What follows belongs to an exercise in optimizing a design on an open flow for small area; a production flow would make more cautious choices.
Function was checked by simulation only, so behaviour that the tests miss may differ from the original.
No activity file was given, so power comes from the tool's default toggle rates.

<file path="design/flow/design.v">
`timescale 1ns / 1ps
module clockDiv(
    input logic clock_in,
    input logic rst,
    output logic clock_out,
    output logic tick
);
    parameter baud_rate = 9600;
    logic[27:0] counter;
    always @(posedge clock_in) begin
        if (rst) begin
            counter <= 0;
            clock_out <= 0;
        end else begin
            counter <= counter + 1;
            if(counter>=(100_000_000)/baud_rate)begin
                counter <= 0;
                clock_out <= ~clock_out;
            end
        end
    end
    assign tick = (counter>=(100_000_000)/baud_rate) && !clock_out;
endmodule
`timescale 1ns / 1ps
module TXBUF(
    input logic clk,
    input logic rst,
    input logic [7:0] sw,
    input logic btnC,
    input logic btnD,
    output logic done,
    output logic tx,
    output logic [7:0] led,
    output logic [3:0][7:0] Tdatas
);
    typedef enum logic {idle, transmit} typename;
    typename state;
    logic [3:0] bitcntr;
    logic [10:0]data_hold;
    logic parity;
    logic btnD_prev;
    logic btnC_prev;
    logic clock_out;
    logic tick;
    clockDiv div(clk,rst,clock_out,tick);
    always_ff @(posedge clk) begin
        if (rst) begin
        state <= idle;
        bitcntr <= 0;
        data_hold <= 0;
        parity <= 0;
        btnD_prev <= 0;
        btnC_prev <= 0;
        Tdatas <= 0;
        done <= 0;
        tx <= 1'b1;
        end else if (tick) begin
        btnD_prev <= btnD;
        btnC_prev <= btnC;
        case (state)
        idle: begin
            bitcntr <=0;
            done <= 1'b0;
            tx <= 1'b1;
            if(btnD && ~btnD_prev) begin
                Tdatas [3:1] <= Tdatas [2:0];
                Tdatas[0] <= sw;
                state <= idle;
            end
            if(btnC && ~btnC_prev) begin
                parity <= ^Tdatas[3];
                data_hold <= {1'b1, ~parity, Tdatas[3], 1'b0};
                state <= transmit;
                bitcntr <=0;
            end
        end
        transmit: begin
            tx <= data_hold[bitcntr];
            bitcntr<=bitcntr+1;
            if(bitcntr==10) begin
            done <= 1'b1;
            state <= idle;
            end
        end
        endcase
        end
    end
    assign led = Tdatas[0];
endmodule
`timescale 1ns / 1ps
module RXBUF(
    input logic clk,
    input logic rst,
    input logic rxbit,
    output logic done,
    output logic [7:0] led2,
    output logic [3:0][7:0] Rdatas
);
    typedef enum logic [1:0]{idle, receive, shift} tstate;
    tstate state;
    logic [3:0] bitcntr;
    logic clock_out;
    logic tick;
    logic parity;
    logic [8:0] takenValue;
    clockDiv div(clk,rst,clock_out,tick);
    always_ff @(posedge clk) begin
        if (rst) begin
        state <= idle;
        bitcntr <= 0;
        parity <= 0;
        takenValue <= 0;
        Rdatas <= 0;
        done <= 0;
        end else if (tick) begin
        case (state)
        idle: begin
            done <= 1'b0;
            bitcntr <=0;
            if(!rxbit) begin
                state<=receive;
            end
        end
        receive: begin
            takenValue[bitcntr] <= rxbit;
            bitcntr<=bitcntr+1;
            if(bitcntr==8) begin
                done <= 1'b1;
                state <= shift;
            end
        end
        shift: begin
            Rdatas[3:1] <= Rdatas[2:0];
            parity <= ^takenValue;
            if(parity) Rdatas[0] <= takenValue[7:0];
            else Rdatas[0] <= 0;
            state <= idle;
        end
        default: state <= idle;
        endcase
        end
    end
    assign led2 = Rdatas[3];
endmodule
`timescale 1ns / 1ps
module btn_debouncer(
    input logic clk, rst, button,
    output logic buttonDebounced
);
    integer timer;
    typedef enum logic [1:0] {idleState, debounceState, stabilizeState} stateType;
    stateType state;
    always_ff @(posedge clk) begin
        if (rst) begin
            timer <= 0;
            state <= idleState;
            buttonDebounced <= 0;
        end else
        case (state)
        idleState: begin
            buttonDebounced <= 0;
            if(button) begin
                state <= debounceState;
            end
        end
        debounceState: begin
            timer <= timer+1;
            if(timer >= 25000)begin
                timer <= 0;
                buttonDebounced <= 1;
                state <= stabilizeState;
            end
        end
        stabilizeState: begin
            buttonDebounced <= 0;
            if(~button) begin
                state <= idleState;
            end
        end
        default: state <= idleState;
        endcase
    end
endmodule
`timescale 1ns / 1ps
module bcd_to_7_segment(
    input logic clk,
    input logic rst,
    input logic [3:0] bcd,
    output logic [0:6] seg 
);
    always @(posedge clk) begin
        if (rst) seg = 7'b1111111;
        else
        case(bcd)
        4'b0000: seg = 7'b0000001;  
        4'b0001: seg = 7'b1001111;  
        4'b0010: seg = 7'b0010010;  
        4'b0011: seg = 7'b0000110;  
        4'b0100: seg = 7'b1001100;  
        4'b0101: seg = 7'b0100100;  
        4'b0110: seg = 7'b0100000;  
        4'b0111: seg = 7'b0001111;  
        4'b1000: seg = 7'b0000000;  
        4'b1001: seg = 7'b0000100;  
        4'b1010: seg = 7'b0001000;  
        4'b1011: seg = 7'b1100000;  
        4'b1100: seg = 7'b0110001;  
        4'b1101: seg = 7'b1000010;  
        4'b1110: seg = 7'b0110000;  
        4'b1111: seg = 7'b0111000;  
        default: seg = 7'b1111111;
        endcase
    end
endmodule
`timescale 1ns / 1ps
module segment_display(
    input logic clk,
    input logic rst,
    input logic btnU,
    input logic btnR,
    input logic btnL,
    input logic [3:0][7:0] Tdatas,
    input logic [3:0][7:0] Rdatas,
    output logic [3:0]an,
    output logic [0:6]seg
);
    logic [0:6] showTorR;
    logic [0:6] showIndex;
    logic [3:0] data1;
    logic [3:0] data2;
    logic [0:6] showData1;
    logic [0:6] showData2;
    logic [3:0] index;
    logic isT;
    logic btnU_db;
    logic btnR_db;
    logic btnL_db;
    reg [1:0] active_digit;
    integer refresh_counter;
    always @(posedge clk) begin
        if (rst) begin
            refresh_counter <= 0;
            active_digit <= 0;
        end else begin
        refresh_counter <= refresh_counter + 1;
        if (refresh_counter == 250000) begin
            refresh_counter <= 0;
            active_digit <= active_digit + 1;
            if (active_digit == 3) active_digit <= 0;
        end
        end
    end
    always @(*) begin
        case (active_digit)
        2'b00: begin
        seg = showData1;
        an = 4'b1110;
        end
        2'b01: begin
        seg = showData2;
        an = 4'b1101;
        end
        2'b10: begin
        seg = showIndex;
        an = 4'b1011;
        end
        2'b11: begin
        seg = showTorR;
        an = 4'b0111;
        end
        endcase
    end
    always_ff@(posedge clk) begin
        if (rst) begin
            index <= 0;
            isT <= 1;
            data1 <= 0;
            data2 <= 0;
            showTorR <= 7'b1111111;
        end else begin
        if(btnU_db) begin
            isT <= ~isT;
        end
        if (btnR_db) begin
        if (index == 3)
            index <= 0;
        else
            index <= index + 1;
        end
        if (btnL_db) begin
            if (index == 0)
                index <= 3;
            else
                index <= index - 1;
        end
        if(isT)begin
            if(index != 3) begin
                showTorR <= 7'b1110000;
                data1 <= Tdatas[index[1:0]][3:0];
                data2 <= Tdatas[index[1:0]][7:4];
            end 
            else begin
                showTorR <= 7'b1110000;
                data1 <= Tdatas[3][3:0];
                data2 <= Tdatas[3][7:4];
            end
        end
        else begin
            showTorR <= 7'b1111010;
            data1 <= Rdatas[index[1:0]][3:0];
            data2 <= Rdatas[index[1:0]][7:4];
        end
        end
    end 
    btn_debouncer b1(clk, rst, btnU, btnU_db);
    btn_debouncer b2(clk, rst, btnR, btnR_db);
    btn_debouncer b3(clk, rst, btnL, btnL_db);
    bcd_to_7_segment bcd1(clk, rst, index, showIndex);
    bcd_to_7_segment bcd2(clk, rst, data1, showData1);
    bcd_to_7_segment bcd3(clk, rst, data2, showData2);
endmodule
`timescale 1ns / 1ps
module UART(
    input logic clk,
    input logic rst,
    input logic [7:0] sw,
    input logic btnC,
    input logic btnD,
    input logic btnU,
    input logic btnR,
    input logic btnL,
    input logic received,
    output logic transmitted,
    output logic [7:0] led2,
    output logic [7:0] led,
    output logic [0:6] seg,
    output logic [3:0] an
);
    logic Rdone, Tdone;
    logic [3:0][7:0]Rdatas;
    logic [3:0][7:0]Tdatas;
    TXBUF transmitter(clk, rst, sw, btnC, btnD, Tdone, transmitted, led, Tdatas);
    RXBUF receiver(clk, rst, received, Rdone, led2, Rdatas);
    segment_display display(clk, rst, btnU, btnR, btnL, Tdatas, Rdatas, an, seg);
endmodule
</file>
<file path="design/flow/config.mk">
export PLATFORM = sky130hd
export DESIGN_NAME = UART
export DESIGN_NICKNAME = UART
export VERILOG_FILES = /design/flow/design.v
export SDC_FILE = /design/flow/constraint.sdc
export NUM_CORES = 4
export LEC_CHECK = 0
export CAP_MARGIN = 20
export CORE_MARGIN = 2
export CORE_UTILIZATION = 40
export SLEW_MARGIN = 20
</file>
<file path="design/flow/constraint.sdc">
create_clock -name core_clock -period 10.0 [get_ports {clk}]
set_input_delay 2.0000 -clock core_clock [delete_from_list [all_inputs] [get_ports {clk}]]
set_output_delay 2.0000 -clock core_clock [all_outputs]
set_load 0.01 [all_outputs]
</file>
<file path="design/flow/run.sh">
#!/bin/bash
# synth_recipe.tcl (not shown) runs the flow's synth.tcl, then flattens the netlist and writes it again
# the make line also repeats each setting of config.mk as NAME=value (left out here)
make -C /OpenROAD-flow-scripts/flow DESIGN_CONFIG=/design/flow/config.mk WORK_HOME=/design/flow/orfs CLKGATE_MAP_FILE= SYNTH_SCRIPT=/design/flow/synth_recipe.tcl finish
</file>
==> notes.md <==
- The worst flop-to-flop path endpoint is receiver.takenValue[7]$_SDFFE_PP0P_.
- Entering global routing, the biggest net connects 95 pins.
- The final count of negative-setup-slack endpoints is 0.
- The power density over the cells is around 170 nW/um^2.
- The number of gates resized after CTS is 0.
- The HPWL after detailed placement is about 22000 um.
- The maximum fanout count along the critical path is 8.
- For the pin with the worst max-slew slack, the measured transition is ~1100 ps.
- The worst setup margin is ~5500 ps.
- The setup slack at placement is between 5000 and 6000 ps.
- The number of placement rows is just over 70.
- The relative contribution of the clock network to total power is 0.515.
- The final layout contains routed wiring with a total length of around 34000 um.
- The final route contains ~13000 vias.
- The total power is between 3 and 4 mW.
- The largest vdd supply drop is roughly 110 uV.
- Counting cells, the worst reg-to-reg path comes to 6.
- The tightest min-delay check is of the flip-flop to flip-flop type.
- Setup repair after global routing left no endpoint under its margin.
- Synthesis produced between 1500 and 2000 cells.
- The post-CTS repair timing setup buffer count is 0.
- The register-to-register setup slack is 7530 ps.
- The first detailed-routing pass ran for 5 iterations.
- The starting density of the core is 0.404.
- The worst hold path was traced through 2 stages.
- The netlist area before placement is 15600 um^2.
- STA classifies the critical path endpoint as an output port.
- After routing the design area is around 18000 um^2.
- Yosys mapped a number of flops with a built-in enable equal to 0.
- For this run, the top clock speed supported by timing is roughly 220 MHz.
- The total routing usage reported by global routing is 0.164.
- The number of max-cap violations is 0.
- The clock period minus worst slack is 4470 ps.
- The average cell area after synthesis is around 8.7 um^2.
- The number of remaining DRC errors is 0.
- The most common cell in the netlist is sky130_fd_sc_hd__dfxtp_1.
- The first global-routing pass estimated 57200 um of wire.
- The final routed wire length divided by cell count is between 10 and 15 um.
- The final-report hold violation count was 0.
- The overall die area is 40500 um^2.
- In this run the most critical hold path is launched from transmitter.data_hold[10]$_SDFFE_PP0P_.
- The detailed router finished its first iteration with roughly 750 violations.
- The sequential cell area fraction in the yosys report is 0.427.
- No sink is reached through more buffers than the 3 on the longest clock path.
- In this run the cell area measured after placement is 16300 um^2.
- The TritonCTS buffer count is 38.
- Of all flip-flops after synthesis, the portion carrying an async set or reset was 0.
- The max-slew violation total from the final report is 0.
- The number of buffers added on ports is 43.
- The depth of the CTS H-tree is 2.
- The share of layout cells above drive strength 1 is 0.0716.
- Once layout is complete, the utilization of the core stands at 0.462.
- The clock tree from TritonCTS is done.
- The switching portion of total power is 0.211.
- The final layout contains roughly 1800 nets.
- The standby leakage power is 5.92 nW.
- The number of antenna cells inserted is 0.
- The final weighted congestion of routability-driven global placement is ~0.81.
- From bottom edge to top edge, the die measures a little over 200 um.
- The critical path start-end classification is flip-flop to output port.
- STA puts the critical path data required time at about 8000 ps.
- In the routed layout, each cell is associated on average with a via count of ~5.4.
- The number of placed instances, taps included is 2263.
- The internal portion of the total power is around 2.4 mW.
- The initial antenna violation count is 0.
- The share of synthesized area in the top cell type comes to 0.427.
- The clock net in this run drives a total of 332 sinks.
- STA classifies the critical path startpoint as a flip-flop.
- The biggest area contributor in the post-synthesis netlist is sky130_fd_sc_hd__dfxtp_1.
- Clock-pin slew was measured on the worst setup and hold paths at approximately 60 ps.
- The number of synthesized register bits is between 300 and 400.
- The number of global-route vias before repair is about 11000.
- Hold is met by between 400 and 500 ps.
- The number of top-level design ports is between 40 and 50.
- The CTS root buffer is sky130_fd_sc_hd__clkbuf_16.
- The start of the worst register-to-register path is receiver.bitcntr[0]$_SDFFE_PP0P_.
- Clock latency on the worst-skew pair, taken at its later pin, is roughly 520 ps.
- The count of distinct cell types in the synthesized netlist is 76.
- Among all flip-flop cells after synthesis, the most frequent one is sky130_fd_sc_hd__dfxtp_1.
- The overall die width is 201 um.
- The final antenna-violating net count is 0.
- The share of power burned in registers is 0.450.
- The number of filler instances in the final layout is between 3000 and 4000.
- Headroom to the max-slew limit came out at 0.296.
- The clock skew after layout is just under 9 ps.
- The share of power burned in combinational logic is 0.035.
- In the finished design, the share of the clock period the worst path needs comes to 0.447.
- By area the synthesized netlist is led by sky130_fd_sc_hd__dfxtp_1 43%, sky130_fd_sc_hd__xnor2_1 5.3%, sky130_fd_sc_hd__nand3_1 4.2%, sky130_fd_sc_hd__a21oi_1 3.9%, sky130_fd_sc_hd__nor3_1 3.8%.
- The layout overhead on the synthesized area is 14.5%.
- The hold-critical path endpoint is transmitter.data_hold[10]$_SDFFE_PP0P_.
- Summed over all failing endpoints, the final setup total negative slack is 0 ps.
- Once layout is complete, the cells apart from fillers number roughly 2300.
- The flow ran to the end and the layout has no timing, DRC or antenna violations.
- The global route total overflow is 0.
- The core area is around 39000 um^2.
- The arrival time at the worst endpoint is 2470 ps.
- By count the netlist is led by 332 x sky130_fd_sc_hd__dfxtp_1, 132 x sky130_fd_sc_hd__nand3_1, 120 x sky130_fd_sc_hd__a21oi_1.
- The quantity of hold-fixing buffers added after cts is 0.
- The number of warning messages in the yosys log is 6.
- The power dissipated by switching net loads is between 0.6 and 0.7 mW.
-- state kept, by name, summed over array words and instances, names as in the netlist, 4 cells and up --
signal                   flops
display.bcd3.seg             7
receiver.takenValue          9
receiver.bitcntr             4
display.data2                4
transmitter.Tdatas          32
receiver.Rdatas             32
display.refresh_counter     32
display.bcd1.seg             7
display.b3.timer            32
display.b1.timer            32
display.index                4
display.bcd2.seg             7
receiver.div.counter        28
display.data1                4
display.b2.timer            32
transmitter.data_hold       10
transmitter.div.counter     28
transmitter.bitcntr          4
-- worst max path at each step --
stage | startpoint | end | slack, ps
final | display.active_digit[0]$_SDFFE_PP0P_ | seg[5] | 5530
after global routing | display.active_digit[0]$_SDFFE_PP0P_ | seg[2] | 5380
after CTS | display.active_digit[0]$_SDFFE_PP0P_ | seg[5] | 5550
after detailed placement | rst | transmitter.parity$_SDFFE_PP0P_ | 5600
after global placement | rst | transmitter.parity$_SDFFE_PP0P_ | 5640
after floorplan | display.active_digit[0]$_SDFFE_PP0P_ | seg[2] | 6610
-- layout make-up --
class                      count  area [um^2]  area share
multi-input combinational   1286         8240       0.463
sequential                   332         6650       0.373
clock buffer                  51         1100      0.0620
tap                          518          648      0.0364
timing repair buffer          62          582      0.0327
clock inverter                19          343      0.0192
inverter                      66          248      0.0139
-- cells by family (layout without fill, tap and decap cells) --
kind of cell / after synthesis / in the layout / synth area share
DFF: 332 / 332 / 0.427
muxes: 31 / 31 / 0.0280
and+or+nand+nor: 699 / 699 / 0.241
AOI/OAI and AO/OA: 327 / 327 / 0.126
xor gates and xnor gates: 159 / 159 / 0.0904
other: 1 / 28 / 0.000241
adders and majority gates: 42 / 42 / 0.0338
buffers and inverters: 201 / 198 / 0.0539
-- layer usage --
layer | GRT usage | wire length (um)
met1 | 0.237 | 17200
met2 | 0.254 | 14800
met3 | 0.0301 | 1500
met4 | 0.0391 | 563
met5 | 0 | 0
-- layout by cell type (no fill, tap or decap), types with 19 or more instances in the layout --
| master | netlist | layout |
|---|---|---|
| sky130_fd_sc_hd__dfxtp_1 | 332 | 332 |
| sky130_fd_sc_hd__nand3_1 | 132 | 132 |
| sky130_fd_sc_hd__a21oi_1 | 120 | 119 |
| sky130_fd_sc_hd__o21ai_0 | 117 | 117 |
| sky130_fd_sc_hd__nor3_1 | 117 | 117 |
| sky130_fd_sc_hd__nor2_1 | 113 | 113 |
| sky130_fd_sc_hd__nand2_1 | 97 | 96 |
| sky130_fd_sc_hd__xnor2_1 | 94 | 94 |
| sky130_fd_sc_hd__inv_1 | 65 | 65 |
| sky130_fd_sc_hd__xor2_1 | 64 | 64 |
| sky130_fd_sc_hd__nand4_1 | 58 | 58 |
| sky130_fd_sc_hd__nor4_1 | 46 | 45 |
| sky130_fd_sc_hd__ha_1 | 42 | 42 |
| sky130_fd_sc_hd__clkdlybuf4s50_1 | 0 | 42 |
| sky130_fd_sc_hd__clkbuf_16 | 0 | 41 |
| sky130_fd_sc_hd__conb_1 | 1 | 28 |
| sky130_fd_sc_hd__mux2i_1 | 21 | 21 |
| sky130_fd_sc_hd__nand2b_1 | 19 | 19 |
| sky130_fd_sc_hd__and3_1 | 20 | 19 |
-- worst max-delay path: stages, from the launching register on --
cell and delay (ps):
sky130_fd_sc_hd__dfxtp_1 420, sky130_fd_sc_hd__inv_1 90, sky130_fd_sc_hd__ha_1 300, sky130_fd_sc_hd__a222oi_1 500
sky130_fd_sc_hd__a21oi_1 130, sky130_fd_sc_hd__clkdlybuf4s50_1 500
-- power by group through the flow --
stage / registers, mW / logic (mW) / clock network (mW)
after floorplan: 1.39 / 0.0774 / 0
after global routing: 1.37 / 0.118 / 1.66
after detailed placement: 1.40 / 0.104 / 0
after CTS: 1.37 / 0.105 / 1.61
final: 1.37 / 0.105 / 1.57
after global placement: 1.40 / 0.103 / 0

[re-timing with driven ports]
The flow's constraints put no driver on any port. The routed layout listed below was extracted and timed again, unchanged, in two steps.
Step 1 assumes that a clkbuf_16 drives the clock port and a buf_2 every other input.
Step 2, shift: input delay + t, output delay - t, t = (earliest + latest rising clock arrival at the registers) / 2. This alone moves slack from input paths to output paths.
a / b / c = ideal / step 1 / step 2; a / b = the first two.
t (ns): 0.571
setup slack, ns: 5.531 / 5.480 / 5.517
hold slack, ns: 0.472 / 0.472 / 0.472
worst setup path after step 2: input to register
latest minus earliest clock arrival (ns): 0.011 / 0.011
After both steps this run still meets setup and hold. For this run, drivers alone change the setup slack by -0.051 ns; drivers and shift together by -0.014 ns.
